Optimization exercise on an open flow, not production practice.
RTL: at most simulated, not proved equivalent.
Function not checked: run 6.
Clock network not from TritonCTS: runs 4 to 7.
The clock port is an ideal driver here.
Power: default activity.

**design/flow/standard.sh**
```bash
#!/bin/bash
# synth_recipe.tcl (not shown) runs the flow's synth.tcl, then flattens the netlist and writes it again
# the make line also repeats each setting of config.mk as NAME=value (left out here)
make -C /OpenROAD-flow-scripts/flow DESIGN_CONFIG=/design/flow/config.mk WORK_HOME=/design/flow/orfs CLKGATE_MAP_FILE= SYNTH_SCRIPT=/design/flow/synth_recipe.tcl "${@:-finish}"
```
**design/flow/design.v**
```verilog
module servo(input clk, input rst, output reg PWM, input [1:0] boton_cambiar_grados);
  localparam [21:0] CMASK = 22'h0;
  reg  [21:0] cst;                   
  wire [21:0] contador = cst ^ CMASK;
  function lt_const(input [21:0] x, input [21:0] k);
    integer i;
    begin
      lt_const = 1'b0;
      for (i = 0; i < 22; i = i + 1)
        lt_const = k[i] ? (~x[i] | lt_const) : (~x[i] & lt_const);
    end
  endfunction
  wire wrap = contador[21] & contador[11] & contador[9] & contador[8] & contador[5];
  wire run  = |boton_cambiar_grados;
  reg [21:0] nxt;
  reg        c;
  integer    i;
  always @(*) begin
    c = run;
    for (i = 0; i < 22; i = i + 1) begin
      nxt[i] = contador[i] ^ c;
      c = contador[i] & c;
    end
  end
  always @(posedge clk) begin
    if (rst) begin
      PWM <= 1'b0;
      cst <= CMASK;
    end else begin
      case (boton_cambiar_grados)
        2'd0: PWM <= 1'b1;
        2'd1: PWM <= lt_const(contador, 22'd75_000);
        2'd2: PWM <= lt_const(contador, 22'd150_000) | ~lt_const(contador, 22'd1_850_000);
        2'd3: PWM <= lt_const(contador, 22'd240_000);
      endcase
      cst <= (wrap ? 22'd0 : nxt) ^ CMASK;
    end
  end
endmodule
module ultrasonido1(input ultra, input clk, input rst, input echo,
                    output reg done, output reg trigger, output [15:0] distance);
  localparam [9:0] TRIG_X = 10'd209;
  localparam [9:0] TMASK  = 10'h2AA;
  reg  [9:0] tst;                    
  wire [9:0] tsr = tst ^ TMASK;
  wire       tx  = (tsr == TRIG_X);
  always @(posedge clk) begin
    if (rst | ultra) begin
      tst <= TRIG_X ^ TMASK;
      trigger <= 1'b0;
    end else begin
      tst <= {tsr[8:0], tsr[9] ^ tsr[6] ^ tx} ^ TMASK;
      trigger <= trigger ^ tx;
    end
  end
  localparam [12:0] ECHO_A = 13'h13bb;
  localparam [12:0] EMASK  = 13'h0AAA;
  localparam [9:0]  QMASK  = 10'h0;
  localparam [4:0]  PMASK  = 5'h0;
  reg  [12:0] est;                   
  reg  [9:0]  qst;                   
  reg  [4:0]  pst;                   
  wire [12:0] esr = est ^ EMASK;
  wire [9:0]  qn  = qst ^ QMASK;     
  wire [4:0]  ph  = pst ^ PMASK;
  reg         hi;                    
  reg  [9:0]  dreg;                  
  reg long_gap;
  always @(*) begin
    case (ph)
      5'd2, 5'd5, 5'd8, 5'd11, 5'd14, 5'd17: long_gap = 1'b1;
      default: long_gap = 1'b0;
    endcase
  end
  wire step = (&esr[12:1]) & (esr[0] ^ long_gap);
  reg [9:0] dec;
  reg [4:0] inc;
  reg       c;
  integer   i;
  always @(*) begin
    c = 1'b1;
    for (i = 0; i < 10; i = i + 1) begin
      dec[i] = qn[i] ^ c;
      c = ~qn[i] & c;
    end
    c = 1'b1;
    for (i = 0; i < 5; i = i + 1) begin
      inc[i] = ph[i] ^ c;
      c = ph[i] & c;
    end
  end
  always @(posedge clk) begin
    if (rst | ~echo) begin
      est <= ECHO_A ^ EMASK;
      qst <= QMASK;
      pst <= PMASK;
    end else if (step) begin
      est <= ECHO_A ^ EMASK;
      qst <= dec ^ QMASK;
      pst <= ((ph[4] & ph[0]) ? 5'd1 : inc) ^ PMASK;    
    end else begin
      est <= {esr[11:0], esr[12] ^ esr[3] ^ esr[2] ^ esr[0]} ^ EMASK;
    end
  end
  always @(posedge clk) begin
    if (rst) begin
      hi <= 1'b0;
      done <= 1'b0;
      dreg <= 10'd0;
    end else begin
      hi <= echo;
      done <= ~echo;
      if (~echo & hi)
        dreg <= qn;
    end
  end
  assign distance = {{6{|dreg}}, dreg};
endmodule
module radar(input clk, input rst, input echo, input [1:0] boton_cambiar_grados,
             output done, output trigger, output [15:0] distance, output PWM, input ultra);
  servo servo (.clk(clk), .rst(rst), .PWM(PWM), .boton_cambiar_grados(boton_cambiar_grados));
  ultrasonido1 ultrasonido2 (.ultra(ultra), .clk(clk), .rst(rst), .echo(echo), .done(done),
                             .trigger(trigger), .distance(distance));
endmodule
```
**design/flow/flow/run.sh**
```bash
#!/bin/bash
# Standard ORFS layout with two changes: the port buffers use the
# smallest buffer cell, and clock tree synthesis inserts no dummy loads.
set -euo pipefail
export BUFFER_PORTS_ARGS="-buffer_cell sky130_fd_sc_hd__buf_1"
export CTS_ARGS="-sink_clustering_enable -repair_clock_nets -dont_use_dummy_load -sink_clustering_size 40 -sink_clustering_max_diameter 1000 -sink_clustering_levels 1"
bash standard.sh > standard.log 2>&1
```
**design/flow/constraint.sdc**
```tcl
create_clock -name core_clock -period 25.0 [get_ports {clk}]
set_input_delay 5.0000 -clock core_clock [delete_from_list [all_inputs] [get_ports {clk}]]
set_output_delay 5.0000 -clock core_clock [all_outputs]
set_load 0.01 [all_outputs]
```
**design/flow/config.mk**
```make
export PLATFORM = sky130hd
export DESIGN_NAME = radar
export DESIGN_NICKNAME = radar
export VERILOG_FILES = /design/flow/design.v
export SDC_FILE = /design/flow/constraint.sdc
export NUM_CORES = 4
export LEC_CHECK = 0
export ABC_AREA = 1
export CAP_MARGIN = 20
export CORE_MARGIN = 2
export CORE_UTILIZATION = 40
export SLEW_MARGIN = 20
```
==> out/summary.md, run 1 <==
### Outcome
* finished clean — status

### Floorplan
* 92.3 um — die width
* 8530 um^2 — area of the die
* 40.8% — Initial Utilization
* 25 — number of primary I/O pins
* 92.3 um — die extent in y
* 7650 um^2 — total core area
* 32 — number of core rows

### Synth
* 8.37 um^2 — Avg Synthesized Cell Area
* sky130_fd_sc_hd__dfxtp_1, sky130_fd_sc_hd__nand2_1, sky130_fd_sc_hd__nor2_1 — Post-synth top cells
* sky130_fd_sc_hd__dfxtp_1 — most frequently used cell type in the post-synthesis netlist
* 0% — Async SR Flop Fraction
* 0 — number of enable-type register cells in the synthesized netlist
* sky130_fd_sc_hd__dfxtp_1 — cell taking the most area after synthesis
* 47.5% — sequential cell area fraction in the yosys report
* 47.5% — share of the synthesized area in the top cell type
* 2 — Yosys warnings
* 26 — distinct cell type count of the synthesized netlist
* sky130_fd_sc_hd__dfxtp_1 — most instantiated flip-flop cell in the synthesis netlist
* 373 — synthesized netlist cell count
* 74 — flip-flop and latch count after synthesis
* 3120 um^2 — Post-Synthesis Cell Area
* sky130_fd_sc_hd__dfxtp_1, sky130_fd_sc_hd__ha_1, sky130_fd_sc_hd__nand2_1 — cell types with the largest area share after synthesis
* 414 — number of nets produced by synthesis

### STA
* 109 MHz — Max Freq
* 0.0160 ns — final worst clock skew
* false — setup repair after global routing missed its margin
* 43.0% — relative max-transition margin
* 0.384 ns — final hold slack
* 36.5% — fin crit share
* 0 — count of final setup violators
* 0 ns — sum of negative setup slack
* 0 — Final Max Slew Viols
* 0.852 ns — Least-Margin Pin Slew
* 0 — endpoints failing hold
* 9.14 ns — Period minus WS final

### Place
* 3800 um — HPWL Detailed
* 0.740 — Final Wtd Congestion
* 24 — I/O Buffers

### Worst setup path
* 4 — maximum fanout along the worst path
* sky130_fd_sc_hd__or2_2 — slowest cell on the critical path
* 25.23 ns — CP Data Required Time
* sky130_fd_sc_hd__ha_1 — cell seen most often among critical-path stages
* 9.37 ns — data arrival time of the critical path
* in2reg — CP Class
* flop — type of element capturing the critical path
* input port — critical path startpoint category
* 0.30 ns — maximum single-stage delay on the critical path

### Finish
* 5.33% — fraction of layout cells with a size suffix above 1
* 437 — count of nets after finishing
* 8.38% — Area growth, synth to finish
* 784 — number of fillers in the final layout
* 0 — Antenna Diode Count

### GRT
* 0 — remaining global-route overflow
* 14.0% — GRT Overall Usage
* 9580 um — global-route wire length before repair
* 2231 — vias in the first global route
* 0 — number of antenna violations at the first check in global routing
* 20 — pin count of the biggest net entering global routing

### Power
* 158 uW — cell internal pwr
* 22.8% — net switching share of the total power
* 0.00155 uW — static leakage
* 6.0% — combinational share of power
* 46.7 uW — Switch Pwr
* 60.4 nW/um^2 — power density relative to cell area
* 33.8% — fraction of power consumed by the clock network
* 0.0000222 V — worst vdd rail ir drop
* 60.2% — Sequential Power Share

### Clocking
* 0 — count of hold buffers inserted by post-cts repair
* 2 — Max Root-Sink Buffers
* 9 — number of clock buffers inserted by TritonCTS
* 0 — number of gates resized after cts
* built — TritonCTS clock tree
* 0.08 ns — post-CTS clock slew at the launch and capture registers of the worst setup and hold paths
* 3 — CTS H-tree lvls
* sky130_fd_sc_hd__clkbuf_8 — clock tree root buffer cell
* 0 — # Post-CTS Setup Buffers
* 0.34 ns — clock latency on the worst-skew pair
* 74 — clock sinks

### Min path
* reg2reg — kind of path behind the tightest hold check

### Route
* 10.4 um — average wire length per cell after detail routing
* 0 — count of unresolved DRC violations after routing
* 0 — antenna viol nets, final
* 2330 — vias
* 5170 um — wire length after detailed routing
* 108 — number of violations reported at the end of detailed-routing iteration 0
* 4.70 — detailed-route vias per instance
* 4 — first drt pass iteration count

### Run
* 0 — number of violations of the max-capacitance limit

==> power by group through the flow <==
stage          Clock, uW  Combinational [uW]  Sequential (uW)
2_1_floorplan          0                10.4              126
3_3_place_gp           0                12.3              126
3_5_place_dp           0                12.5              126
4_1_cts             72.6                12.5              123
5_1_grt             76.6                14.5              123
6_report            69.0                12.3              123
==> placed cells by master, fill, tap and decap left out, drive strengths merged, types with 3 or more instances in the layout <==
cell and n:
nand2 66, xnor2 4, nor3 6, dfxtp 74
clkbuf 9, nand3 16, nor2 50, nand4 4
xor2 3, buf 25, inv 50, ha 35
o21ai 20, nor4 3, a21oi 26
==> sequential cells by signal (all words and copies together) (netlist names) <==
| signal | flops |
|---|---|
| ultrasonido2.tst | 10 |
| ultrasonido2.trigger | 1 |
| ultrasonido2.qst | 10 |
| ultrasonido2.pst | 5 |
| servo.PWM | 1 |
| ultrasonido2.est | 13 |
| servo.cst | 22 |
| ultrasonido2.done | 1 |
| ultrasonido2.hi | 1 |
| ultrasonido2.dreg | 10 |
==> critical path, delay by kind of cell <==
family	cells	cell delay (ns)
XOR/XNOR	1	0.14
adder cells (fa/ha/maj)	21	3.77
buffers and inverters	1	0.10
AND/OR/NAND/NOR	2	0.36
==> worst paths after layout <==
kind                            cells after the start                     from             endpoint  slack [ns]
worst max-delay path                               25  boton_cambiar_grados[0]        servo.cst[21]       15.86
worst min register to register                      1      ultrasonido2.tst[4]  ultrasonido2.tst[5]        0.38
worst min-delay path                                1      ultrasonido2.tst[4]  ultrasonido2.tst[5]        0.38
worst max register to register                     23             servo.cst[0]        servo.cst[21]       20.62
==> logic make-up (layout without fill, tap and decap cells) <==
group	count (synthesis)	count (layout)	share of synthesized area [%]
buf+inv	63	84	8.82
flops	74	74	47.5
compound gates	47	47	7.86
xor+xnor	7	7	1.96
simple gates	147	147	19.9
fa+ha+maj	35	35	14.0
==> final cells by class <==
cell class / instances / area (um^2) / share of cell area, %
Inverter: 50 / 188 / 5.55
Multi-Input combinational cell: 236 / 1370 / 40.3
Clock buffer: 9 / 124 / 3.66
Sequential cell: 74 / 1480 / 43.8
Tap cell: 102 / 128 / 3.77
Timing Repair Buffer: 25 / 97.6 / 2.88
==> per-layer routing <==
layer | track usage, % | vias up | part of all wire [%]
li1 | - | 1224 | -
met1 | 17.7 | 1068 | 49
met2 | 22.4 | 30 | 46
met3 | 4.64 | 8 | 3.2
met4 | 5.22 | 0 | 1.6
met5 | 0 | - | 0
==> through the flow <==
stage                     power (uW)  setup slack, ns  area, um^2  utilization, %  std cells
after floorplan                  136            15.81        3120               -        373
after global placement           138            15.53        3260            42.6        487
after detailed placement         138            15.50        3260            42.6        487
after CTS                        208            15.85        3380            44.2        496
after global routing             214            15.56        3380            44.2        496
final                            204            15.86        3380            44.2        496
==> run 2, diff against run 1 <==
==> design/flow/flow/run.sh (replaced) <==
#!/bin/bash
# Standard ORFS layout with two changes: the port buffers use the
# smallest buffer cell, and clock tree synthesis inserts no dummy loads.
set -euo pipefail
export BUFFER_PORTS_ARGS="-buffer_cell sky130_fd_sc_hd__buf_1"
export CTS_ARGS="-repair_clock_nets -dont_use_dummy_load -root_buf sky130_fd_sc_hd__clkbuf_16 -buf_list sky130_fd_sc_hd__clkbuf_16 -sink_buffer_max_cap_derate 0.05"
bash standard.sh > standard.log 2>&1
==> run 2 against run 1 <==
Against the previous run: synthesized area did not move; via count fell by 0.94%; design area rose by 3.0%; synthesized cell count did not move; first-iteration DRC count fell by 3.7%; total power rose by 17%; hold slack improved by 0.00055 ns; register-to-register slack barely moved; critical path type unchanged; critical endpoint unchanged; highest routed layer unchanged.
==> out/summary.md, run 2 <==
### GRT
* 0 — number of antenna violations at the first check in global routing, unchanged
* 20 — pin count of the biggest net entering global routing, unchanged
* 13.8% — GRT Overall Usage, -0.21 points
* 2242 — vias in the first global route, +0.49%
* 9560 um — global-route wire length before repair, -0.29%
* 0 — remaining global-route overflow, unchanged

### Clocking
* 0 — # Post-CTS Setup Buffers, unchanged
* built — TritonCTS clock tree
* sky130_fd_sc_hd__clkbuf_16 — clock tree root buffer cell
* 9 — number of clock buffers inserted by TritonCTS, unchanged
* 0.32 ns — clock latency on the worst-skew pair, -0.02 ns
* 0 — count of hold buffers inserted by post-cts repair, unchanged
* 74 — clock sinks, unchanged
* 0 — number of gates resized after cts, unchanged
* 3 — CTS H-tree lvls, unchanged
* 0.06 ns — post-CTS clock slew at the launch and capture registers of the worst setup and hold paths, -0.02 ns
* 2 — Max Root-Sink Buffers, unchanged

### Route
* 4 — first drt pass iteration count, unchanged
* 2308 — vias, -0.94%
* 4.65 — detailed-route vias per instance, -0.94%
* 104 — number of violations reported at the end of detailed-routing iteration 0, -3.7%
* 5170 um — wire length after detailed routing, about the same
* 0 — count of unresolved DRC violations after routing, unchanged
* 0 — antenna viol nets, final, unchanged
* 10.4 um — average wire length per cell after detail routing, about the same

### Synth
* sky130_fd_sc_hd__dfxtp_1, sky130_fd_sc_hd__nand2_1, sky130_fd_sc_hd__nor2_1 — Post-synth top cells
* 47.5% — share of the synthesized area in the top cell type, unchanged
* 8.37 um^2 — Avg Synthesized Cell Area, unchanged
* 414 — number of nets produced by synthesis, unchanged
* 373 — synthesized netlist cell count, unchanged
* 74 — flip-flop and latch count after synthesis, unchanged
* sky130_fd_sc_hd__dfxtp_1 — most frequently used cell type in the post-synthesis netlist
* 26 — distinct cell type count of the synthesized netlist, unchanged
* 0 — number of enable-type register cells in the synthesized netlist, unchanged
* sky130_fd_sc_hd__dfxtp_1, sky130_fd_sc_hd__ha_1, sky130_fd_sc_hd__nand2_1 — cell types with the largest area share after synthesis
* sky130_fd_sc_hd__dfxtp_1 — cell taking the most area after synthesis
* 3120 um^2 — Post-Synthesis Cell Area, unchanged
* 47.5% — sequential cell area fraction in the yosys report, unchanged
* 2 — Yosys warnings, unchanged
* 0% — Async SR Flop Fraction, unchanged
* sky130_fd_sc_hd__dfxtp_1 — most instantiated flip-flop cell in the synthesis netlist

### STA
* 0 — Final Max Slew Viols, unchanged
* 0.806 ns — Least-Margin Pin Slew, -0.0462 ns
* 0 ns — sum of negative setup slack, unchanged
* 109 MHz — Max Freq, -0.15%
* 0 — endpoints failing hold, unchanged
* 0.384 ns — final hold slack, +0.000548 ns
* 46.1% — relative max-transition margin, +3.1 points
* false — setup repair after global routing missed its margin
* 36.6% — fin crit share, +0.054 points
* 0.0121 ns — final worst clock skew, -0.00397 ns
* 0 — count of final setup violators, unchanged
* 9.15 ns — Period minus WS final, +0.0136 ns

### Worst setup path
* 4 — maximum fanout along the worst path, unchanged
* 9.36 ns — data arrival time of the critical path, about the same
* servo.cst[0] — Crit Reg-Reg Startpoint
* servo.cst[21] — R2R Path End
* 23 — cell count of the worst reg-to-reg path, unchanged
* input port — critical path startpoint category
* flop — type of element capturing the critical path
* 25.21 ns — CP Data Required Time, -0.02 ns
* boton_cambiar_grados[0] — Critical Path Start
* 20.63 ns — register-to-register setup slack, about the same
* in2reg — CP Class
* servo.cst[21] — end point of the critical path

### Finish
* 3480 um^2 — post-route cell area, +3.0%
* 5.33% — fraction of layout cells with a size suffix above 1, unchanged
* 45.6% — final design utilization, +1.3 points
* sky130_fd_sc_hd__dfxtp_1, sky130_fd_sc_hd__nand2_1, sky130_fd_sc_hd__nor2_1, sky130_fd_sc_hd__inv_1, sky130_fd_sc_hd__ha_1 — most frequent cells in the layout
* 0 — Antenna Diode Count, unchanged
* 437 — count of nets after finishing, unchanged
* sky130_fd_sc_hd__dfxtp_1 — commonest non-fill, non-tap cell in the layout
* 764 — number of fillers in the final layout, -2.6%
* servo.cst — largest register by flop count
* 22 — flip-flop count of the largest register after layout, unchanged
* servo.cst x22, ultrasonido2.est x13 — Regs by FF count
* 11.6% — Area growth, synth to finish

### Floorplan
* 92.3 um — die width, unchanged
* 40.8% — Initial Utilization, unchanged
* 8530 um^2 — area of the die, unchanged
* 32 — number of core rows, unchanged
* 25 — number of primary I/O pins, unchanged
* 7650 um^2 — total core area, unchanged
* 92.3 um — die extent in y, unchanged

### Power
* 0.0000319 V — worst vdd rail ir drop, +44%
* 0.00159 uW — static leakage, +3.0%
* 68.7 nW/um^2 — power density relative to cell area, +14%

### Place
* 3260 um^2 — Post-DP Area, unchanged
* 0.740 — Final Wtd Congestion, unchanged
* 24 — I/O Buffers, unchanged
* 3800 um — HPWL Detailed, unchanged

### Outcome
* finished clean — status

### Min path
* reg2reg — kind of path behind the tightest hold check

### Run
* 0 — number of violations of the max-capacitance limit, unchanged

run 2: cell counts after synthesis:
Identical to the previous run, type by type.
run 2: worst min-delay path by stage:
stage	startpoint	end	slack (ns)	cells after the start
3_3_place_gp	ultrasonido2.tst[3]	ultrasonido2.tst[4]	0.37	1
2_1_floorplan	ultrasonido2.est[10]	ultrasonido2.est[11]	0.37	1
4_1_cts	ultrasonido2.est[10]	ultrasonido2.est[11]	0.39	1
6_report	ultrasonido2.tst[4]	ultrasonido2.tst[5]	0.38	1
5_1_grt	ultrasonido2.tst[3]	ultrasonido2.tst[4]	0.40	1
3_5_place_dp	ultrasonido2.tst[3]	ultrasonido2.tst[4]	0.38	1
run 2: per-layer routing:
metal	wire [um]	global-route usage (%)
met2	2340	22.6
met5	0	0
met4	76	4.85
met3	153	3.91
met1	2600	17.5
run 2: final cells by class:
| type | count | area [um^2] | share of cell area (%) |
|---|---|---|---|
| clock buffer | 9 | 225 | 6.46 |
| timing repair buffer | 25 | 97.6 | 2.80 |
| inverter | 50 | 188 | 5.39 |
| sequential | 74 | 1480 | 42.5 |
| multi-input combinational | 236 | 1370 | 39.2 |
| tap | 102 | 128 | 3.66 |
run 2: per-stage QoR:
stage | instances | setup slack, ns | power, uW
CTS | 496 | 15.82 | 243
detailed placement | 487 | 15.50 | 138
global route | 496 | 15.53 | 249
floorplan | 373 | 15.81 | 136
finish | 496 | 15.85 | 239
global placement | 487 | 15.53 | 138
run 2: critical path, cell delays in order:
cell                      delay (ns)
sky130_fd_sc_hd__buf_1          0.10
sky130_fd_sc_hd__or2_2          0.30
sky130_fd_sc_hd__ha_1           0.18
sky130_fd_sc_hd__ha_1           0.18
sky130_fd_sc_hd__ha_1           0.19
sky130_fd_sc_hd__ha_1           0.18
sky130_fd_sc_hd__ha_1           0.19
sky130_fd_sc_hd__ha_1           0.18
sky130_fd_sc_hd__ha_1           0.18
sky130_fd_sc_hd__ha_1           0.18
sky130_fd_sc_hd__ha_1           0.18
sky130_fd_sc_hd__ha_1           0.18
sky130_fd_sc_hd__ha_1           0.18
sky130_fd_sc_hd__ha_1           0.18
sky130_fd_sc_hd__ha_1           0.17
sky130_fd_sc_hd__ha_1           0.18
sky130_fd_sc_hd__ha_1           0.18
sky130_fd_sc_hd__ha_1           0.17
sky130_fd_sc_hd__ha_1           0.17
sky130_fd_sc_hd__ha_1           0.18
sky130_fd_sc_hd__ha_1           0.17
sky130_fd_sc_hd__ha_1           0.18
sky130_fd_sc_hd__ha_1           0.19
sky130_fd_sc_hd__xnor2_1        0.14
sky130_fd_sc_hd__nor2_1         0.06
run 2: logic make-up after synthesis:
group / Yosys count / share of synthesized area, %
AND/OR/NAND/NOR: 147 / 19.9
adder cells (fa/ha/maj): 35 / 14.0
XOR/XNOR: 7 / 1.96
AO/OA/AOI/OAI: 47 / 7.86
buffers and inverters: 63 / 8.82
flip-flops: 74 / 47.5
run 2: report_power, final:
| part | total, uW | internal, uW | switching, uW | leakage [uW] |
|---|---|---|---|---|
| Clock | 104 | 62.9 | 40.9 | 0.000111 |
| Combinational | 12.3 | 4.36 | 7.91 | 0.000878 |
| Sequential | 123 | 121 | 1.89 | 0.000603 |
==> run 3, diff against run 2 <==
==> design/flow/flow/run.sh (replaced) <==
#!/bin/bash
# Standard ORFS layout with two changes: the port buffers use the
# smallest buffer cell, and clock tree synthesis inserts no dummy loads.
set -euo pipefail
export BUFFER_PORTS_ARGS="-buffer_cell sky130_fd_sc_hd__buf_1"
export CTS_ARGS="-sink_clustering_enable -repair_clock_nets -dont_use_dummy_load"
bash standard.sh > standard.log 2>&1
==> run 3 against run 2 <==
Against the previous run: die area unchanged; largest cell class unchanged; still clean on timing, DRC and antenna; global-route usage increased by 0.21 points; via count grew 0.95%; combinational power hardly changed; non-clock buffer count unchanged; wire length hardly changed; clock power is 34% lower; critical path depth is the same; design area fell by 2.9%; maximum frequency is 0.15% higher; hold slack got worse by 0.00055 ns.
==> out/summary.md, run 3 <==
### Outcome
* finished clean — status

### Route
* 0 — count of unresolved DRC violations after routing, unchanged
* 5170 um — wire length after detailed routing, about the same
* 4.70 — detailed-route vias per instance, +0.95%
* 4 — first drt pass iteration count, unchanged
* 2330 — vias, +0.95%
* 108 — number of violations reported at the end of detailed-routing iteration 0, +3.8%
* 10.4 um — average wire length per cell after detail routing, about the same
* 0 — antenna viol nets, final, unchanged

### Power
* 0.0000222 V — worst vdd rail ir drop, -31%
* 204 uW — Total Power Consumption, -15%
* 0.00155 uW — static leakage, -2.9%
* 60.4 nW/um^2 — power density relative to cell area, -12%

### STA
* 0.852 ns — Least-Margin Pin Slew, +0.0462 ns
* 0.384 ns — final hold slack, -0.000548 ns
* 15.86 ns — worst setup margin, +0.0136 ns
* 0 — count of final setup violators, unchanged
* 0 ns — sum of negative setup slack, unchanged
* 36.5% — fin crit share, -0.054 points
* 0 — endpoints failing hold, unchanged
* false — setup repair after global routing missed its margin
* 0 — Final Max Slew Viols, unchanged
* 9.14 ns — Period minus WS final, -0.0136 ns
* 109 MHz — Max Freq, +0.15%
* 0.0160 ns — final worst clock skew, +0.00397 ns
* 43.0% — relative max-transition margin, -3.1 points

### Synth
* 0 — number of enable-type register cells in the synthesized netlist, unchanged
* 47.5% — sequential cell area fraction in the yosys report, unchanged
* 74 — flip-flop and latch count after synthesis, unchanged
* 2 — Yosys warnings, unchanged
* 3120 um^2 — Post-Synthesis Cell Area, unchanged
* 414 — number of nets produced by synthesis, unchanged
* sky130_fd_sc_hd__dfxtp_1 — cell taking the most area after synthesis
* sky130_fd_sc_hd__dfxtp_1 — most instantiated flip-flop cell in the synthesis netlist
* 8.37 um^2 — Avg Synthesized Cell Area, unchanged
* sky130_fd_sc_hd__dfxtp_1, sky130_fd_sc_hd__nand2_1, sky130_fd_sc_hd__nor2_1 — Post-synth top cells
* sky130_fd_sc_hd__dfxtp_1 — most frequently used cell type in the post-synthesis netlist
* sky130_fd_sc_hd__dfxtp_1, sky130_fd_sc_hd__ha_1, sky130_fd_sc_hd__nand2_1 — cell types with the largest area share after synthesis
* 47.5% — share of the synthesized area in the top cell type, unchanged
* 373 — synthesized netlist cell count, unchanged
* 0% — Async SR Flop Fraction, unchanged
* 26 — distinct cell type count of the synthesized netlist, unchanged

### GRT
* 0 — number of antenna violations at the first check in global routing, unchanged
* 0 — remaining global-route overflow, unchanged
* 14.0% — GRT Overall Usage, +0.21 points
* 2231 — vias in the first global route, -0.49%
* 20 — pin count of the biggest net entering global routing, unchanged
* 9580 um — global-route wire length before repair, +0.29%

### Worst setup path
* input port — critical path startpoint category
* 9.37 ns — data arrival time of the critical path, about the same
* 23 — cell count of the worst reg-to-reg path, unchanged
* 4 — maximum fanout along the worst path, unchanged
* flop — type of element capturing the critical path
* in2reg — CP Class
* 25.23 ns — CP Data Required Time, +0.02 ns

### Finish
* servo.cst x22, ultrasonido2.est x13 — Regs by FF count
* 44.2% — final design utilization, -1.3 points
* 0 — Antenna Diode Count, unchanged
* sky130_fd_sc_hd__dfxtp_1, sky130_fd_sc_hd__nand2_1, sky130_fd_sc_hd__nor2_1, sky130_fd_sc_hd__inv_1, sky130_fd_sc_hd__ha_1 — most frequent cells in the layout
* sky130_fd_sc_hd__dfxtp_1 — commonest non-fill, non-tap cell in the layout
* 437 — count of nets after finishing, unchanged
* 5.33% — fraction of layout cells with a size suffix above 1, unchanged
* servo.cst — largest register by flop count
* 8.38% — Area growth, synth to finish
* 22 — flip-flop count of the largest register after layout, unchanged

### Floorplan
* 92.3 um — die width, unchanged
* 92.3 um — die extent in y, unchanged
* 25 — number of primary I/O pins, unchanged
* 7650 um^2 — total core area, unchanged
* 40.8% — Initial Utilization, unchanged
* 32 — number of core rows, unchanged
* 8530 um^2 — area of the die, unchanged

### Clocking
* 2 — Max Root-Sink Buffers, unchanged
* 9 — number of clock buffers inserted by TritonCTS, unchanged
* sky130_fd_sc_hd__clkbuf_8 — clock tree root buffer cell
* 0.08 ns — post-CTS clock slew at the launch and capture registers of the worst setup and hold paths, +0.02 ns
* 74 — clock sinks, unchanged
* 0 — number of gates resized after cts, unchanged
* 3 — CTS H-tree lvls, unchanged
* 0.34 ns — clock latency on the worst-skew pair, +0.02 ns
* 0 — # Post-CTS Setup Buffers, unchanged
* 0 — count of hold buffers inserted by post-cts repair, unchanged
* built — TritonCTS clock tree

### Min path
* reg2reg — kind of path behind the tightest hold check
* 1 — hold path depth, unchanged

### Place
* 24 — I/O Buffers, unchanged
* 15.50 ns — worst setup slack before clock tree synthesis, unchanged
* 0.740 — Final Wtd Congestion, unchanged
* 3800 um — HPWL Detailed, unchanged

### Run
* 0 — number of violations of the max-capacitance limit, unchanged

[run 3: layout make-up]
class	count	area (um^2)
clock buffer	9	124
multi-input combinational	236	1370
timing repair buffer	25	97.6
fill	784	4260
sequential	74	1480
inverter	50	188
tap	102	128
[run 3: critical path: stages]
cell and delay [ns]:
sky130_fd_sc_hd__buf_1 0.10, sky130_fd_sc_hd__or2_2 0.30, sky130_fd_sc_hd__ha_1 0.18, sky130_fd_sc_hd__ha_1 0.18
sky130_fd_sc_hd__ha_1 0.19, sky130_fd_sc_hd__ha_1 0.18, sky130_fd_sc_hd__ha_1 0.19, sky130_fd_sc_hd__ha_1 0.18
sky130_fd_sc_hd__ha_1 0.18, sky130_fd_sc_hd__ha_1 0.18, sky130_fd_sc_hd__ha_1 0.18, sky130_fd_sc_hd__ha_1 0.18
sky130_fd_sc_hd__ha_1 0.18, sky130_fd_sc_hd__ha_1 0.18, sky130_fd_sc_hd__ha_1 0.17, sky130_fd_sc_hd__ha_1 0.18
sky130_fd_sc_hd__ha_1 0.18, sky130_fd_sc_hd__ha_1 0.17, sky130_fd_sc_hd__ha_1 0.17, sky130_fd_sc_hd__ha_1 0.18
sky130_fd_sc_hd__ha_1 0.17, sky130_fd_sc_hd__ha_1 0.18, sky130_fd_sc_hd__ha_1 0.19, sky130_fd_sc_hd__xnor2_1 0.14
sky130_fd_sc_hd__nor2_1 0.06
[run 3: logic make-up (layout without fill, tap and decap cells)]
family / after synthesis / in the layout / synth area share (%)
AND/OR/NAND/NOR: 147 / 147 / 19.9
AO/OA/AOI/OAI: 47 / 47 / 7.86
adder cells (fa/ha/maj): 35 / 35 / 14.0
flip-flops: 74 / 74 / 47.5
XOR/XNOR: 7 / 7 / 1.96
buffers and inverters: 63 / 84 / 8.82
[run 3: layer usage]
metal	up-vias	GRT usage [%]	part of all wire (%)
li1	1224	-	-
met1	1068	17.7	49
met3	8	4.64	3.2
met2	30	22.4	46
met5	-	0	0
met4	0	5.22	1.6
[run 3: path summary, 6_finish.rpt]
| path | end | from | slack, ns |
|---|---|---|---|
| hold / removal | ultrasonido2.tst[5] | ultrasonido2.tst[4] | 0.38 |
| hold reg to reg | ultrasonido2.tst[5] | ultrasonido2.tst[4] | 0.38 |
| setup reg to reg | servo.cst[21] | servo.cst[0] | 20.62 |
| setup / recovery | servo.cst[21] | boton_cambiar_grados[0] | 15.86 |
[run 3: report_power, final]
part           internal [uW]  switching [uW]  leakage, uW
Clock                   32.1            36.9    0.0000647
Sequential               121            1.87     0.000603
Combinational           4.36            7.94     0.000878
Total                    158            46.7      0.00155
[run 3: through the flow]
stage	area [um^2]	std cells
2_1_floorplan	3120	373
3_3_place_gp	3260	487
3_5_place_dp	3260	487
4_1_cts	3380	496
5_1_grt	3380	496
6_report	3380	496
==> run 4, diff against run 3 <==
==> design/flow/flow/run.sh (replaced) <==
#!/bin/bash
# Standard ORFS layout with three changes: the port buffers use the
# smallest buffer cell, and the clock tree is a flat one (flow/cts_pre.tcl):
# the clock port drives CTS_NGROUPS buffers, each driving a group of
# flip-flops.
set -euo pipefail
here=$(cd "$(dirname "$0")" && pwd)
export BUFFER_PORTS_ARGS="-buffer_cell sky130_fd_sc_hd__buf_1"
export PRE_CTS_TCL="$here/cts_pre.tcl"
export CTS_NGROUPS=4
export CTS_BUFCELL=sky130_fd_sc_hd__clkbuf_8
export CTS_CLOCK_NET=clk
bash standard.sh > standard.log 2>&1
==> design/flow/flow/cts_pre.tcl (new file) <==
# Sourced by ORFS's cts.tcl before clock tree synthesis (PRE_CTS_TCL).
# Replaces TritonCTS's H-tree with a flat clock tree: the clock port drives
# CTS_NGROUPS clock buffers, each placed at the centre of its group of
# flip-flops (the flip-flops split into groups by x position) and driving
# that group directly.
rename clock_tree_synthesis orig_clock_tree_synthesis
proc clock_tree_synthesis { args } {
  set ngroups $::env(CTS_NGROUPS)
  set bufname $::env(CTS_BUFCELL)
  set block [ord::get_db_block]
  set db [ord::get_db]
  set master [$db findMaster $bufname]
  set clknet [$block findNet $::env(CTS_CLOCK_NET)]
  set sinks {}
  foreach it [$clknet getITerms] {
    set inst [$it getInst]
    set loc [$inst getLocation]
    lappend sinks [list [lindex $loc 0] [lindex $loc 1] $it]
  }
  set sinks [lsort -integer -index 0 $sinks]
  set n [llength $sinks]
  puts "flat clock tree: $n sinks in $ngroups groups of $bufname"
  for { set g 0 } { $g < $ngroups } { incr g } {
    set lo [expr { $g * $n / $ngroups }]
    set hi [expr { ($g + 1) * $n / $ngroups - 1 }]
    set group [lrange $sinks $lo $hi]
    set sx 0
    set sy 0
    foreach s $group {
      set sx [expr { $sx + [lindex $s 0] }]
      set sy [expr { $sy + [lindex $s 1] }]
    }
    set cnt [llength $group]
    set bx [expr { $sx / $cnt }]
    set by [expr { $sy / $cnt }]
    set inst [odb::dbInst_create $block $master "clkbuf_flat_$g"]
    set net [odb::dbNet_create $block "clknet_flat_$g"]
    $net setSigType CLOCK
    foreach s $group {
      set it [lindex $s 2]
      $it disconnect
      $it connect $net
    }
    [$inst findITerm A] connect $clknet
    [$inst findITerm X] connect $net
    $inst setLocation $bx $by
    $inst setPlacementStatus PLACED
    puts "  clkbuf_flat_$g: $cnt sinks at ($bx, $by)"
  }
  set_propagated_clock [all_clocks]
}
==> run 4 against run 3 <==
Against the previous run: still clean on timing, DRC and antenna; register-to-register slack hardly changed; cell count is 1.0% lower; maximum frequency is 1.8% lower; first-iteration DRC count is 7.4% lower; global-route usage is 1.2 points lower; critical path type unchanged; critical endpoint unchanged; largest power group unchanged.
==> out/summary.md, run 4 <==
### Worst setup path
* in2reg — CP Class
* input port — critical path startpoint category
* 25.07 ns — CP Data Required Time, -0.16 ns
* adder cells — cell class contributing the biggest share of worst-path delay
* 4 — maximum fanout along the worst path, unchanged
* 9.37 ns — data arrival time of the critical path, about the same
* sky130_fd_sc_hd__or2_2 — slowest cell on the critical path
* sky130_fd_sc_hd__ha_1 — cell seen most often among critical-path stages
* 0.30 ns — maximum single-stage delay on the critical path, about the same
* 1 — buffers plus inverters on the worst setup path, unchanged
* flop — type of element capturing the critical path

### Synth
* 1.96% — fraction of synthesized cell area in xor and xnor cells, unchanged
* 0 — number of enable-type register cells in the synthesized netlist, unchanged
* sky130_fd_sc_hd__dfxtp_1, sky130_fd_sc_hd__nand2_1, sky130_fd_sc_hd__nor2_1 — Post-synth top cells
* 0% — Async SR Flop Fraction, unchanged
* 3120 um^2 — Post-Synthesis Cell Area, unchanged
* 0% — fraction of synthesized area in multiplexers, unchanged
* 47.5% — share of the synthesized area in the top cell type, unchanged
* 8.37 um^2 — Avg Synthesized Cell Area, unchanged
* simple AND/OR/NAND/NOR gates — largest family of logic cells by synthesized area
* sky130_fd_sc_hd__dfxtp_1 — most frequently used cell type in the post-synthesis netlist
* sky130_fd_sc_hd__dfxtp_1 — most instantiated flip-flop cell in the synthesis netlist
* 373 — synthesized netlist cell count, unchanged
* 14.0% — fraction of the mapped netlist area in adder cells, unchanged
* 47.5% — sequential cell area fraction in the yosys report, unchanged
* 414 — number of nets produced by synthesis, unchanged
* 74 — flip-flop and latch count after synthesis, unchanged
* 26 — distinct cell type count of the synthesized netlist, unchanged
* 7.86% — fraction of the mapped netlist area in compound gates, unchanged
* sky130_fd_sc_hd__dfxtp_1 — cell taking the most area after synthesis
* sky130_fd_sc_hd__dfxtp_1, sky130_fd_sc_hd__ha_1, sky130_fd_sc_hd__nand2_1 — cell types with the largest area share after synthesis
* 19.9% — post-synthesis share of cell area spent on and, or, nand and nor gates, unchanged
* 2 — Yosys warnings, unchanged

### Route
* 4 — first drt pass iteration count, unchanged
* 4.66 — detailed-route vias per instance, -0.85%
* 10.5 um — average wire length per cell after detail routing, +0.28%
* 0 — antenna viol nets, final, unchanged
* 2287 — vias, -1.8%
* 100 — number of violations reported at the end of detailed-routing iteration 0, -7.4%
* 0 — count of unresolved DRC violations after routing, unchanged
* 5130 um — wire length after detailed routing, -0.73%

### Finish
* 784 — number of fillers in the final layout, unchanged
* 0 — Antenna Diode Count, unchanged
* servo.cst — largest register by flop count
* 3310 um^2 — post-route cell area, -2.0%
* sky130_fd_sc_hd__dfxtp_1, sky130_fd_sc_hd__nand2_1, sky130_fd_sc_hd__nor2_1, sky130_fd_sc_hd__inv_1, sky130_fd_sc_hd__ha_1 — most frequent cells in the layout
* 6.17% — Area growth, synth to finish
* servo.cst x22, ultrasonido2.est x13 — Regs by FF count
* 4.11% — fraction of layout cells with a size suffix above 1, -1.2 points
* 432 — count of nets after finishing, -1.1%
* sky130_fd_sc_hd__dfxtp_1 — commonest non-fill, non-tap cell in the layout
* 43.3% — final design utilization, -0.90 points
* 22 — flip-flop count of the largest register after layout, unchanged

### Outcome
* finished clean — status

### STA
* 0.00937 ns — final worst clock skew, -0.00665 ns
* 43.3% — relative max-transition margin, +0.32 points
* 9.30 ns — Period minus WS final, +0.163 ns
* 0.400 ns — final hold slack, +0.0164 ns
* 0 — Final Max Slew Viols, unchanged
* 0 ns — sum of negative setup slack, unchanged
* 0.848 ns — Least-Margin Pin Slew, -0.00481 ns
* 0 — endpoints failing hold, unchanged
* 37.2% — fin crit share, +0.65 points
* false — setup repair after global routing missed its margin
* 108 MHz — Max Freq, -1.8%
* 0 — count of final setup violators, unchanged

### Floorplan
* 25 — number of primary I/O pins, unchanged
* 8530 um^2 — area of the die, unchanged
* 92.3 um — die width, unchanged
* 32 — number of core rows, unchanged
* 92.3 um — die extent in y, unchanged
* 40.8% — Initial Utilization, unchanged
* 7650 um^2 — total core area, unchanged

### Place
* 3800 um — HPWL Detailed, unchanged
* 24 — I/O Buffers, unchanged
* 3260 um^2 — Post-DP Area, unchanged
* 0.740 — Final Wtd Congestion, unchanged

### GRT
* 12.8% — GRT Overall Usage, -1.2 points
* 20 — pin count of the biggest net entering global routing, unchanged
* 2221 — vias in the first global route, -0.45%
* 0 — remaining global-route overflow, unchanged
* 0 — number of antenna violations at the first check in global routing, unchanged
* 9520 um — global-route wire length before repair, -0.65%

### Clocking
* 0.11 ns — post-CTS clock slew at the launch and capture registers of the worst setup and hold paths, +0.03 ns
* 0 — count of hold buffers inserted by post-cts repair, unchanged
* 0 — number of gates resized after cts, unchanged
* 0 — # Post-CTS Setup Buffers, unchanged
* 0.17 ns — clock latency on the worst-skew pair, -0.17 ns

### Run
* 0 — number of violations of the max-capacitance limit, unchanged

### Power
* 0.00151 uW — static leakage, -2.3%
* 0.0000411 V — worst vdd rail ir drop, +86%
* 180 uW — Total Power Consumption, -12%
* 54.4 nW/um^2 — power density relative to cell area, -9.9%

### Min path
* reg2reg — kind of path behind the tightest hold check

==> run 4: area by class of cell <==
| class | instances | area (um^2) | area share [%] |
|---|---|---|---|
| flip-flops and latches | 74 | 1480 | 44.7 |
| multi-input cells | 236 | 1370 | 41.2 |
| inverters | 50 | 188 | 5.66 |
| well taps | 102 | 128 | 3.85 |
| repair buffers | 25 | 97.6 | 2.94 |
| plain buffers | 4 | 55.1 | 1.66 |
==> run 4: power breakdown <==
| group | switching [uW] | internal [uW] | total (uW) | leakage (uW) |
|---|---|---|---|---|
| logic | 7.92 | 4.36 | 12.3 | 0.000878 |
| clock network | 30.1 | 15.0 | 45.0 | 0.0000288 |
| registers | 1.89 | 121 | 123 | 0.000603 |
| total | 39.9 | 140 | 180 | 0.00151 |
==> run 4: layer usage <==
| metal | track usage, % | vias up | part of all wire (%) |
|---|---|---|---|
| met3 | 0.814 | 5 | 2.1 |
| met1 | 16.7 | 1053 | 48 |
| met5 | 0 | - | 0 |
| li1 | - | 1213 | - |
| met4 | 0.995 | 0 | 0.82 |
| met2 | 24.1 | 16 | 49 |
==> run 4: path summary, 6_finish.rpt <==
kind	from	to	slack, ns	depth (start not counted)
min	ultrasonido2.tst[3]	ultrasonido2.tst[4]	0.40	1
max	boton_cambiar_grados[0]	servo.cst[21]	15.70	25
min reg2reg	ultrasonido2.tst[3]	ultrasonido2.tst[4]	0.40	1
max reg2reg	servo.cst[0]	servo.cst[21]	20.62	23
==> run 4: cell families after synthesis <==
group | count (synthesis)
AOI/OAI and AO/OA | 47
xor gates and xnor gates | 7
adders and majority gates | 35
buffers and inverters | 63
DFF | 74
and+or+nand+nor | 147
==> run 4: per-stage QoR <==
step           cells  setup WS [ns]
2_1_floorplan    373          15.81
6_report         491          15.70
3_5_place_dp     487          15.50
3_3_place_gp     487          15.53
5_1_grt          491          15.38
4_1_cts          491          15.67
==> run 5, diff against run 4 <==
==> design/flow/flow/run.sh (replaced) <==
#!/bin/bash
# Standard ORFS layout with three changes: the port buffers use the
# smallest buffer cell, and the clock tree is a flat one (flow/cts_pre.tcl):
# the clock port drives CTS_NX * CTS_NY buffers, each driving a group of
# flip-flops.
set -euo pipefail
here=$(cd "$(dirname "$0")" && pwd)
export BUFFER_PORTS_ARGS="-buffer_cell sky130_fd_sc_hd__buf_1"
export PRE_CTS_TCL="$here/cts_pre.tcl"
export CTS_NX=2
export CTS_NY=2
export CTS_BUFCELL=sky130_fd_sc_hd__buf_8
export CTS_CLOCK_NET=clk
bash standard.sh > standard.log 2>&1
==> design/flow/flow/cts_pre.tcl (replaced) <==
rename clock_tree_synthesis orig_clock_tree_synthesis
proc clock_tree_synthesis { args } {
  set bufname $::env(CTS_BUFCELL)
  set block [ord::get_db_block]
  set db [ord::get_db]
  set master [$db findMaster $bufname]
  set clknet [$block findNet $::env(CTS_CLOCK_NET)]
  set sinks {}
  foreach it [$clknet getITerms] {
    set inst [$it getInst]
    set loc [$inst getLocation]
    lappend sinks [list [lindex $loc 0] [lindex $loc 1] $it]
  }
  # split into CTS_NX columns by x, then each column into CTS_NY rows by y
  set nx $::env(CTS_NX)
  set ny $::env(CTS_NY)
  set sinks [lsort -integer -index 0 $sinks]
  set n [llength $sinks]
  puts "flat clock tree: $n sinks in $nx x $ny groups of $bufname"
  set g 0
  for { set i 0 } { $i < $nx } { incr i } {
    set col [lrange $sinks [expr { $i * $n / $nx }] [expr { ($i + 1) * $n / $nx - 1 }]]
    set col [lsort -integer -index 1 $col]
    set m [llength $col]
    for { set j 0 } { $j < $ny } { incr j } {
      set group [lrange $col [expr { $j * $m / $ny }] [expr { ($j + 1) * $m / $ny - 1 }]]
      set sx 0
      set sy 0
      foreach s $group {
        set sx [expr { $sx + [lindex $s 0] }]
        set sy [expr { $sy + [lindex $s 1] }]
      }
      set cnt [llength $group]
      set bx [expr { $sx / $cnt }]
      set by [expr { $sy / $cnt }]
      set inst [odb::dbInst_create $block $master "clkbuf_flat_$g"]
      set net [odb::dbNet_create $block "clknet_flat_$g"]
      $net setSigType CLOCK
      foreach s $group {
        set it [lindex $s 2]
        $it disconnect
        $it connect $net
      }
      [$inst findITerm A] connect $clknet
      [$inst findITerm X] connect $net
      $inst setLocation $bx $by
      $inst setPlacementStatus PLACED
      puts "  clkbuf_flat_$g: $cnt sinks at ($bx, $by)"
      incr g
    }
  }
  set_propagated_clock [all_clocks]
}
==> run 5 against run 4 <==
Against the previous run: design area up 0.15%; cell count unchanged; wire length down 1.3%; critical path depth unchanged; die area unchanged; sequential share of layout area down 0.067 points; synthesized cell count unchanged; register-to-register slack about the same; total power up 1.0%.
==> out/summary.md, run 5 <==
### Route
* 5070 um — wire length after detailed routing, -1.3%
* 0 — count of unresolved DRC violations after routing, unchanged
* 10.3 um — average wire length per cell after detail routing, -1.3%
* 2282 — vias, -0.22%
* 0 — antenna viol nets, final, unchanged
* 4.65 — detailed-route vias per instance, -0.22%
* 4 — first drt pass iteration count, unchanged
* 112 — number of violations reported at the end of detailed-routing iteration 0, +12%

### Synth
* 3120 um^2 — Post-Synthesis Cell Area, unchanged
* 26 — distinct cell type count of the synthesized netlist, unchanged
* sky130_fd_sc_hd__dfxtp_1 — cell taking the most area after synthesis
* 414 — number of nets produced by synthesis, unchanged
* 0% — Async SR Flop Fraction, unchanged
* 0 — number of enable-type register cells in the synthesized netlist, unchanged
* 47.5% — sequential cell area fraction in the yosys report, unchanged
* 47.5% — share of the synthesized area in the top cell type, unchanged
* sky130_fd_sc_hd__dfxtp_1 — most frequently used cell type in the post-synthesis netlist
* sky130_fd_sc_hd__dfxtp_1, sky130_fd_sc_hd__nand2_1, sky130_fd_sc_hd__nor2_1 — Post-synth top cells
* 373 — synthesized netlist cell count, unchanged
* sky130_fd_sc_hd__dfxtp_1, sky130_fd_sc_hd__ha_1, sky130_fd_sc_hd__nand2_1 — cell types with the largest area share after synthesis
* 2 — Yosys warnings, unchanged
* 8.37 um^2 — Avg Synthesized Cell Area, unchanged
* sky130_fd_sc_hd__dfxtp_1 — most instantiated flip-flop cell in the synthesis netlist
* 74 — flip-flop and latch count after synthesis, unchanged

### STA
* 0 ns — sum of negative setup slack, unchanged
* false — setup repair after global routing missed its margin
* 0.813 ns — Least-Margin Pin Slew, -0.0344 ns
* 0 — endpoints failing hold, unchanged
* 107 MHz — Max Freq, -0.35%
* 15.67 ns — worst setup margin, -0.0330 ns
* 0 — count of final setup violators, unchanged
* 9.33 ns — Period minus WS final, +0.0330 ns
* 0.00970 ns — final worst clock skew, +0.000330 ns
* 0 — Final Max Slew Viols, unchanged
* 37.3% — fin crit share, +0.13 points
* 45.6% — relative max-transition margin, +2.3 points

### Clocking
* 0 — count of hold buffers inserted by post-cts repair, unchanged
* 0 — number of gates resized after cts, unchanged
* 0.10 ns — post-CTS clock slew at the launch and capture registers of the worst setup and hold paths, about the same
* 0.13 ns — clock latency on the worst-skew pair, -0.04 ns
* 0 — # Post-CTS Setup Buffers, unchanged

### Place
* 15.50 ns — worst setup slack before clock tree synthesis, unchanged
* 0.740 — Final Wtd Congestion, unchanged
* 3800 um — HPWL Detailed, unchanged
* 24 — I/O Buffers, unchanged

### GRT
* 12.8% — GRT Overall Usage, -0.035 points
* 9460 um — global-route wire length before repair, -0.66%
* 0 — number of antenna violations at the first check in global routing, unchanged
* 2200 — vias in the first global route, -0.95%
* 0 — remaining global-route overflow, unchanged
* 20 — pin count of the biggest net entering global routing, unchanged

### Floorplan
* 8530 um^2 — area of the die, unchanged
* 92.3 um — die extent in y, unchanged
* 7650 um^2 — total core area, unchanged
* 92.3 um — die width, unchanged
* 32 — number of core rows, unchanged
* 25 — number of primary I/O pins, unchanged
* 40.8% — Initial Utilization, unchanged

### Worst setup path
* 25.03 ns — CP Data Required Time, -0.04 ns
* 9.37 ns — data arrival time of the critical path, about the same
* flop — type of element capturing the critical path
* in2reg — CP Class
* input port — critical path startpoint category
* 4 — maximum fanout along the worst path, unchanged
* boton_cambiar_grados[0] — Critical Path Start
* servo.cst[0] — Crit Reg-Reg Startpoint

### Min path
* ultrasonido2.tst[3] — worst hold start
* reg2reg — kind of path behind the tightest hold check

### Power
* 0.0000254 V — worst vdd rail ir drop, -38%
* 54.9 nW/um^2 — power density relative to cell area, +0.88%
* 0.00151 uW — static leakage, about the same

### Outcome
* finished clean — status

### Finish
* 6.33% — Area growth, synth to finish
* 432 — count of nets after finishing, unchanged
* sky130_fd_sc_hd__dfxtp_1 — commonest non-fill, non-tap cell in the layout
* servo.cst x22, ultrasonido2.est x13 — Regs by FF count
* sky130_fd_sc_hd__dfxtp_1, sky130_fd_sc_hd__nand2_1, sky130_fd_sc_hd__nor2_1, sky130_fd_sc_hd__inv_1, sky130_fd_sc_hd__ha_1 — most frequent cells in the layout
* servo.cst — largest register by flop count
* 0 — Antenna Diode Count, unchanged
* 4.11% — fraction of layout cells with a size suffix above 1, unchanged
* 22 — flip-flop count of the largest register after layout, unchanged

### Run
* 0 — number of violations of the max-capacitance limit, unchanged

run 5: cell types whose count changed in the layout (fill, tap and decap cells not counted):
cell	previous run	this run
sky130_fd_sc_hd__buf_8	0	4
sky130_fd_sc_hd__clkbuf_8	4	0
run 5: worst max-delay path, stage by stage:
cell and delay (ns):
sky130_fd_sc_hd__buf_1 0.10, sky130_fd_sc_hd__or2_2 0.30, sky130_fd_sc_hd__ha_1 0.18, sky130_fd_sc_hd__ha_1 0.18
sky130_fd_sc_hd__ha_1 0.19, sky130_fd_sc_hd__ha_1 0.18, sky130_fd_sc_hd__ha_1 0.19, sky130_fd_sc_hd__ha_1 0.18
sky130_fd_sc_hd__ha_1 0.18, sky130_fd_sc_hd__ha_1 0.18, sky130_fd_sc_hd__ha_1 0.18, sky130_fd_sc_hd__ha_1 0.18
sky130_fd_sc_hd__ha_1 0.18, sky130_fd_sc_hd__ha_1 0.18, sky130_fd_sc_hd__ha_1 0.17, sky130_fd_sc_hd__ha_1 0.18
sky130_fd_sc_hd__ha_1 0.18, sky130_fd_sc_hd__ha_1 0.17, sky130_fd_sc_hd__ha_1 0.17, sky130_fd_sc_hd__ha_1 0.18
sky130_fd_sc_hd__ha_1 0.17, sky130_fd_sc_hd__ha_1 0.18, sky130_fd_sc_hd__ha_1 0.19, sky130_fd_sc_hd__xnor2_1 0.14
sky130_fd_sc_hd__nor2_1 0.06
run 5: final timing paths:
| check | depth (start not counted) | slack [ns] | end |
|---|---|---|---|
| setup / recovery | 25 | 15.67 | servo.cst[21] |
| hold / removal | 1 | 0.40 | ultrasonido2.tst[4] |
| setup reg to reg | 23 | 20.62 | servo.cst[21] |
| hold reg to reg | 1 | 0.40 | ultrasonido2.tst[4] |
run 5: per-layer routing:
metal | share of wire [%] | up-vias | track usage [%]
met2 | 46 | 20 | 22.7
met3 | 2.0 | 5 | 0.732
met5 | 0 | - | 0
met1 | 50 | 1043 | 17.4
met4 | 1.9 | 0 | 1.87
li1 | - | 1214 | -
run 5: per-stage QoR:
| stage | utilization, % | hold slack [ns] | power (uW) | area (um^2) | std cells |
|---|---|---|---|---|---|
| 2_1_floorplan | - | 0.366 | 136 | 3120 | 373 |
| 3_3_place_gp | 42.6 | 0.370 | 138 | 3260 | 487 |
| 3_5_place_dp | 42.6 | 0.377 | 138 | 3260 | 487 |
| 4_1_cts | 43.4 | 0.400 | 185 | 3320 | 491 |
| 5_1_grt | 43.4 | 0.413 | 192 | 3320 | 491 |
| 6_report | 43.4 | 0.395 | 182 | 3320 | 491 |
run 5: cells by family (layout without fill, tap and decap cells):
family / Yosys count / in the layout / synth area share [%]
AOI/OAI and AO/OA: 47 / 47 / 7.86
buffers and inverters: 63 / 79 / 8.82
DFF: 74 / 74 / 47.5
and+or+nand+nor: 147 / 147 / 19.9
adders and majority gates: 35 / 35 / 14.0
xor gates and xnor gates: 7 / 7 / 1.96
run 5: report_power, final:
group	total (uW)	internal (uW)	switching [uW]
Combinational	12.3	4.36	7.91
Clock	46.9	18.4	28.6
Sequential	123	121	1.87
Total	182	144	38.4
run 5: final cells by class:
type,instances,area [um^2]
fillers,787,4330
flip-flops and latches,74,1480
multi-input cells,236,1370
inverters,50,188
well taps,102,128
repair buffers,25,97.6
plain buffers,4,60.1
==> run 6, diff against run 5 <==
--- a/design/flow/design.v
+++ b/design/flow/design.v
@@ -55,7 +55,7 @@
   end
   localparam [12:0] ECHO_A = 13'h13bb;
   localparam [12:0] EMASK  = 13'h0AAA;
-  localparam [9:0]  QMASK  = 10'h0;
+  localparam [9:0]  QMASK  = 10'h3FF;
   localparam [4:0]  PMASK  = 5'h0;
   reg  [12:0] est;                   
   reg  [9:0]  qst;                   
--- a/design/flow/flow/run.sh
+++ b/design/flow/flow/run.sh
@@ -9,6 +9,6 @@
 export PRE_CTS_TCL="$here/cts_pre.tcl"
 export CTS_NX=2
 export CTS_NY=2
-export CTS_BUFCELL=sky130_fd_sc_hd__buf_8
+export CTS_BUFCELL=sky130_fd_sc_hd__clkbuf_8
 export CTS_CLOCK_NET=clk
 bash standard.sh > standard.log 2>&1
==> run 6 against run 5 <==
Against the previous run: die area hardly changed; core utilization is 0.065 points lower; worst setup slack better by 0.024 ns; wire length is 3.9% lower; clock power is 5.8% lower; cell count is 1.8% lower; first-iteration DRC count is 26% lower; hold slack better by 0.0016 ns; global-route usage is 0.57 points lower; register-to-register slack hardly changed; via count is 3.8% lower; critical path depth stayed put; still clean.
==> out/summary.md, run 6 <==
### Outcome
* finished clean — status

### Place
* 15.48 ns — worst setup slack before clock tree synthesis, -0.0235 ns
* 3630 um — HPWL Detailed, -4.6%
* 24 — I/O Buffers, unchanged
* 0.737 — Final Wtd Congestion, -0.39%

### Route
* 0 — antenna viol nets, final, unchanged
* 2195 — vias, -3.8%
* 4 — first drt pass iteration count, unchanged
* 10.1 um — average wire length per cell after detail routing, -2.1%
* 4.55 — detailed-route vias per instance, -2.0%
* 0 — count of unresolved DRC violations after routing, unchanged
* 4870 um — wire length after detailed routing, -3.9%
* 83 — number of violations reported at the end of detailed-routing iteration 0, -26%

### Synth
* 0 — number of enable-type register cells in the synthesized netlist, unchanged
* 0% — Async SR Flop Fraction, unchanged
* sky130_fd_sc_hd__dfxtp_1, sky130_fd_sc_hd__nand2_1, sky130_fd_sc_hd__nor2_1 — Post-synth top cells
* sky130_fd_sc_hd__dfxtp_1 — most instantiated flip-flop cell in the synthesis netlist
* 47.4% — share of the synthesized area in the top cell type, about the same
* sky130_fd_sc_hd__dfxtp_1 — cell taking the most area after synthesis
* sky130_fd_sc_hd__dfxtp_1, sky130_fd_sc_hd__ha_1, sky130_fd_sc_hd__nand2_1 — cell types with the largest area share after synthesis
* 364 — synthesized netlist cell count, -2.4%
* 3120 um^2 — Post-Synthesis Cell Area, about the same
* 30 — distinct cell type count of the synthesized netlist, +15%
* 2 — Yosys warnings, unchanged
* 405 — number of nets produced by synthesis, -2.2%
* sky130_fd_sc_hd__dfxtp_1 — most frequently used cell type in the post-synthesis netlist
* 74 — flip-flop and latch count after synthesis, unchanged
* 8.58 um^2 — Avg Synthesized Cell Area, +2.5%
* 47.4% — sequential cell area fraction in the yosys report, about the same

### Finish
* servo.cst — largest register by flop count
* sky130_fd_sc_hd__dfxtp_1, sky130_fd_sc_hd__nand2_1, sky130_fd_sc_hd__nor2_1, sky130_fd_sc_hd__inv_1, sky130_fd_sc_hd__ha_1 — most frequent cells in the layout
* 22 — flip-flop count of the largest register after layout, unchanged
* 4.74% — fraction of layout cells with a size suffix above 1, +0.62 points
* servo.cst x22, ultrasonido2.est x13 — Regs by FF count
* 423 — count of nets after finishing, -2.1%
* 6.13% — Area growth, synth to finish
* 0 — Antenna Diode Count, unchanged
* sky130_fd_sc_hd__dfxtp_1 — commonest non-fill, non-tap cell in the layout

### Worst setup path
* sky130_fd_sc_hd__or2_2 — slowest cell on the critical path
* 4 — maximum fanout along the worst path, unchanged
* sky130_fd_sc_hd__ha_1 — cell seen most often among critical-path stages
* input port — critical path startpoint category
* 1 — buffers plus inverters on the worst setup path, unchanged
* in2reg — CP Class
* 9.35 ns — data arrival time of the critical path, -0.02 ns
* 0.30 ns — maximum single-stage delay on the critical path, about the same
* 25.04 ns — CP Data Required Time, about the same
* adder cells — cell class contributing the biggest share of worst-path delay
* flop — type of element capturing the critical path

### Floorplan
* 25 — number of primary I/O pins, unchanged
* 92.4 um — die width, about the same
* 32 — number of core rows, unchanged
* 92.4 um — die extent in y, about the same
* 8530 um^2 — area of the die, about the same
* 40.8% — Initial Utilization, about the same
* 7650 um^2 — total core area, unchanged

### Clocking
* 0.11 ns — post-CTS clock slew at the launch and capture registers of the worst setup and hold paths, about the same
* 0 — # Post-CTS Setup Buffers, unchanged
* 0 — count of hold buffers inserted by post-cts repair, unchanged
* 0 — number of gates resized after cts, unchanged
* 0.16 ns — clock latency on the worst-skew pair, +0.03 ns

### STA
* 0.00543 ns — final worst clock skew, -0.00427 ns
* 9.31 ns — Period minus WS final, -0.0237 ns
* 15.69 ns — worst setup margin, +0.0237 ns
* 0.758 ns — Least-Margin Pin Slew, -0.0547 ns
* 0 ns — sum of negative setup slack, unchanged
* 49.1% — relative max-transition margin, +3.5 points
* 0 — Final Max Slew Viols, unchanged
* 0 — endpoints failing hold, unchanged
* 0 — count of final setup violators, unchanged
* 107 MHz — Max Freq, +0.25%
* false — setup repair after global routing missed its margin
* 37.2% — fin crit share, -0.095 points

### GRT
* 0 — remaining global-route overflow, unchanged
* met2 — busiest layer in global routing
* 9130 um — global-route wire length before repair, -3.5%
* 21 — pin count of the biggest net entering global routing, +5.0%
* 0 — number of antenna violations at the first check in global routing, unchanged
* 15.7% — met1 capacity usage during global routing, -1.7 points
* 22.6% — met2 usage in global routing, -0.18 points
* 0.732% — global routing met3 resource utilization, unchanged
* 2142 — vias in the first global route, -2.6%
* 12.2% — GRT Overall Usage, -0.57 points

### Power
* 7.0% — combinational share of power, +0.3 points
* 39.2 uW — Switch Pwr, +2.1%
* 54.2 nW/um^2 — power density relative to cell area, -1.2%
* 21.8% — net switching share of the total power, +0.73 points
* 0.0000227 V — worst vdd rail ir drop, -11%
* 24.6% — fraction of power consumed by the clock network, -1.2 points
* 0.00151 uW — static leakage, -0.16%
* 141 uW — cell internal pwr, -2.2%
* 68.4% — Sequential Power Share, +0.9 points

### Min path
* reg2reg — kind of path behind the tightest hold check

### Run
* 0 — number of violations of the max-capacitance limit, unchanged

[run 6: cell count changes after synthesis, moves of 2 or more]
cell and change:
sky130_fd_sc_hd__a21oi_1 -10, sky130_fd_sc_hd__nand4_1 -2, sky130_fd_sc_hd__nand2_2 +3, sky130_fd_sc_hd__nand3_1 +8
sky130_fd_sc_hd__nand2_1 -5, sky130_fd_sc_hd__xor2_1 -2, sky130_fd_sc_hd__nor2_1 +2, sky130_fd_sc_hd__inv_1 -9
sky130_fd_sc_hd__o21ai_1 +3, sky130_fd_sc_hd__o211ai_1 +2, sky130_fd_sc_hd__nor3_2 -2
[run 6: kinds of logic after synthesis]
kind of cell | count (synthesis) | share of synthesized area, %
DFF | 74 | 47.4
and+or+nand+nor | 153 | 21.7
buffers and inverters | 54 | 7.89
xor gates and xnor gates | 6 | 1.68
adders and majority gates | 35 | 14.0
AOI/OAI and AO/OA | 42 | 7.25
[run 6: area by class of cell]
| type | count | area [um^2] |
|---|---|---|
| repair buffers | 26 | 105 |
| fillers | 755 | 4330 |
| multi-input cells | 236 | 1400 |
| well taps | 102 | 128 |
| inverters | 40 | 150 |
| plain buffers | 4 | 55.1 |
| flip-flops and latches | 74 | 1480 |
[run 6: path summary, 6_finish.rpt]
check / cells after the start / end / from / slack [ns]
worst min-delay path: 1 / ultrasonido2.est[8] / ultrasonido2.est[7] / 0.40
worst max-delay path: 25 / servo.cst[21] / boton_cambiar_grados[0] / 15.69
worst min register to register: 1 / ultrasonido2.est[8] / ultrasonido2.est[7] / 0.40
worst max register to register: 23 / servo.cst[21] / servo.cst[0] / 20.61
[run 6: metal layers]
layer	share of wire, %	vias to the layer above
met2	45	14
met1	51	977
met4	2.3	0
met3	2.0	8
met5	0	-
li1	-	1196
[run 6: power by group through the flow]
stage / Clock [uW] / Combinational (uW) / Sequential [uW]
2_1_floorplan: 0 / 10.8 / 126
3_3_place_gp: 0 / 12.7 / 126
3_5_place_dp: 0 / 12.9 / 126
4_1_cts: 46.4 / 12.9 / 123
5_1_grt: 50.5 / 15.0 / 123
6_report: 44.2 / 12.6 / 123
[run 6: metrics by stage]
stage	util [%]	cells	area, um^2	hold WS (ns)	power (uW)
floorplan	-	364	3120	0.366	137
global placement	42.6	478	3260	0.372	138
detailed placement	42.6	478	3260	0.372	138
CTS	43.3	482	3310	0.399	182
global route	43.3	482	3310	0.418	189
finish	43.3	482	3310	0.397	180
==> run 7, diff against run 6 <==
--- a/design/flow/design.v
+++ b/design/flow/design.v
@@ -55,7 +55,7 @@
   end
   localparam [12:0] ECHO_A = 13'h13bb;
   localparam [12:0] EMASK  = 13'h0AAA;
-  localparam [9:0]  QMASK  = 10'h3FF;
+  localparam [9:0]  QMASK  = 10'h0;
   localparam [4:0]  PMASK  = 5'h0;
   reg  [12:0] est;                   
   reg  [9:0]  qst;                   
==> run 7 against run 6 <==
Against the previous run: critical path depth did not move; largest power group unchanged; worst setup slack improved by 0.019 ns; global-route usage rose by 0.57 points; core utilization did not move; maximum frequency rose by 0.21%; die area barely moved; design area did not move; cell count rose by 1.9%.
==> out/summary.md, run 7 <==
### Power
* 180 uW — Total Power Consumption, -0.13%
* 54.2 nW/um^2 — power density relative to cell area, -0.13%
* 140 uW — cell internal pwr, -0.16%
* 0.00151 uW — static leakage, +0.10%
* 0.0000227 V — worst vdd rail ir drop, -0.29%

### Min path
* ultrasonido2.tst[4] — worst min-delay path endpoint

### Floorplan
* 25 — number of primary I/O pins, unchanged
* 92.3 um — die extent in y, about the same
* 92.3 um — die width, about the same
* 7650 um^2 — total core area, unchanged
* 40.8% — Initial Utilization, about the same

### Outcome
* finished clean — status

### Place
* 24 — I/O Buffers, unchanged
* 0.740 — Final Wtd Congestion, +0.39%

### Route
* 2280 — vias, +3.9%
* 0 — antenna viol nets, final, unchanged
* 0 — count of unresolved DRC violations after routing, unchanged
* 2350 um — met2 layer wire length in the routed design, +7.0%
* 4.64 — detailed-route vias per instance, +2.0%
* 4 — first drt pass iteration count, unchanged
* met4 — uppermost layer routed
* 5110 um — wire length after detailed routing, +4.9%

### Synth
* sky130_fd_sc_hd__dfxtp_1 — most instantiated flip-flop cell in the synthesis netlist
* sky130_fd_sc_hd__dfxtp_1, sky130_fd_sc_hd__nand2_1, sky130_fd_sc_hd__nor2_1 — Post-synth top cells
* 26 — distinct cell type count of the synthesized netlist, -13%
* 47.5% — sequential cell area fraction in the yosys report, about the same
* 0 — number of enable-type register cells in the synthesized netlist, unchanged
* sky130_fd_sc_hd__dfxtp_1 — cell taking the most area after synthesis
* 373 — synthesized netlist cell count, +2.5%
* 74 — flip-flop and latch count after synthesis, unchanged
* 2 — Yosys warnings, unchanged

### STA
* 0.0130 ns — final worst clock skew, +0.00757 ns
* 0 ns — sum of negative setup slack, unchanged
* 45.1% — relative max-transition margin, -4.0 points
* 37.2% — fin crit share, -0.077 points
* 0 — count of final setup violators, unchanged

### Worst setup path
* 0.30 ns — maximum single-stage delay on the critical path, about the same
* input port — critical path startpoint category
* servo.cst[21] — R2R Path End
* 9.36 ns — data arrival time of the critical path, about the same
* flop — type of element capturing the critical path

### GRT
* 9470 um — global-route wire length before repair, +3.8%
* 2208 — vias in the first global route, +3.1%
* 12.8% — GRT Overall Usage, +0.57 points
* 20 — pin count of the biggest net entering global routing, -4.8%

### Run
* 0 — number of violations of the max-capacitance limit, unchanged

### Finish
* 22 — flip-flop count of the largest register after layout, unchanged
* sky130_fd_sc_hd__dfxtp_1, sky130_fd_sc_hd__nand2_1, sky130_fd_sc_hd__nor2_1, sky130_fd_sc_hd__inv_1, sky130_fd_sc_hd__ha_1 — most frequent cells in the layout
* 4.11% — fraction of layout cells with a size suffix above 1, -0.62 points

[run 7: cells by family after synthesis]
kind of cell / count (synthesis) / share of synthesized area, %
AO/OA/AOI/OAI: 47 / 7.86
XOR/XNOR: 7 / 1.96
adder cells (fa/ha/maj): 35 / 14.0
buffers and inverters: 63 / 8.82
flip-flops: 74 / 47.5
AND/OR/NAND/NOR: 147 / 19.9
[run 7: how the worst max path moves through the flow]
stage / startpoint / endpoint / slack, ns / cells after the start
final: boton_cambiar_grados[0] / servo.cst[21] / 15.71 / 25
after global routing: boton_cambiar_grados[0] / servo.cst[21] / 15.39 / 25
after CTS: boton_cambiar_grados[0] / servo.cst[21] / 15.67 / 25
after detailed placement: boton_cambiar_grados[0] / servo.cst[21] / 15.50 / 25
after global placement: boton_cambiar_grados[0] / servo.cst[21] / 15.53 / 25
after floorplan: boton_cambiar_grados[0] / servo.cst[21] / 15.81 / 24
[run 7: metrics by stage]
| stage | util (%) | std cells | setup slack, ns | area (um^2) | hold WS, ns |
|---|---|---|---|---|---|
| 2_1_floorplan | - | 373 | 15.81 | 3120 | 0.366 |
| 3_5_place_dp | 42.6 | 487 | 15.50 | 3260 | 0.377 |
| 3_3_place_gp | 42.6 | 487 | 15.53 | 3260 | 0.370 |
| 4_1_cts | 43.3 | 491 | 15.67 | 3310 | 0.402 |
| 5_1_grt | 43.3 | 491 | 15.39 | 3310 | 0.416 |
| 6_report | 43.3 | 491 | 15.71 | 3310 | 0.398 |
[run 7: metal layers]
metal,track usage (%),vias up
li1,-,1212
met1,17.5,1045
met2,22.6,17
met3,0.732,6
met4,1.87,0
met5,0,-
[run 7: worst max-delay path: cells and delay by family]
kind | cells | cell delay (ns)
adder cells (fa/ha/maj) | 21 | 3.77
AND/OR/NAND/NOR | 2 | 0.36
XOR/XNOR | 1 | 0.14
buffers and inverters | 1 | 0.10
[run 7: final cells by class]
cell class / instances / area, um^2
inverters: 50 / 188
multi-input cells: 236 / 1370
plain buffers: 4 / 55.1
repair buffers: 25 / 97.6
well taps: 102 / 128
fillers: 788 / 4330
flip-flops and latches: 74 / 1480
[run 7: power groups by stage]
stage	clock network (uW)	logic, uW	registers (uW)
2_1_floorplan	0	10.4	126
3_3_place_gp	0	12.3	126
3_5_place_dp	0	12.5	126
4_1_cts	46.3	12.5	123
5_1_grt	50.5	14.5	123
6_report	44.3	12.3	123

Check on run 7: ideal ports give 15.711 ns setup slack; a clkbuf_16 on the clock port and buf_2 on the inputs give 15.748 ns; moving port delays by the midpoint clock arrival (0.224 ns) as well gives 15.525 ns.
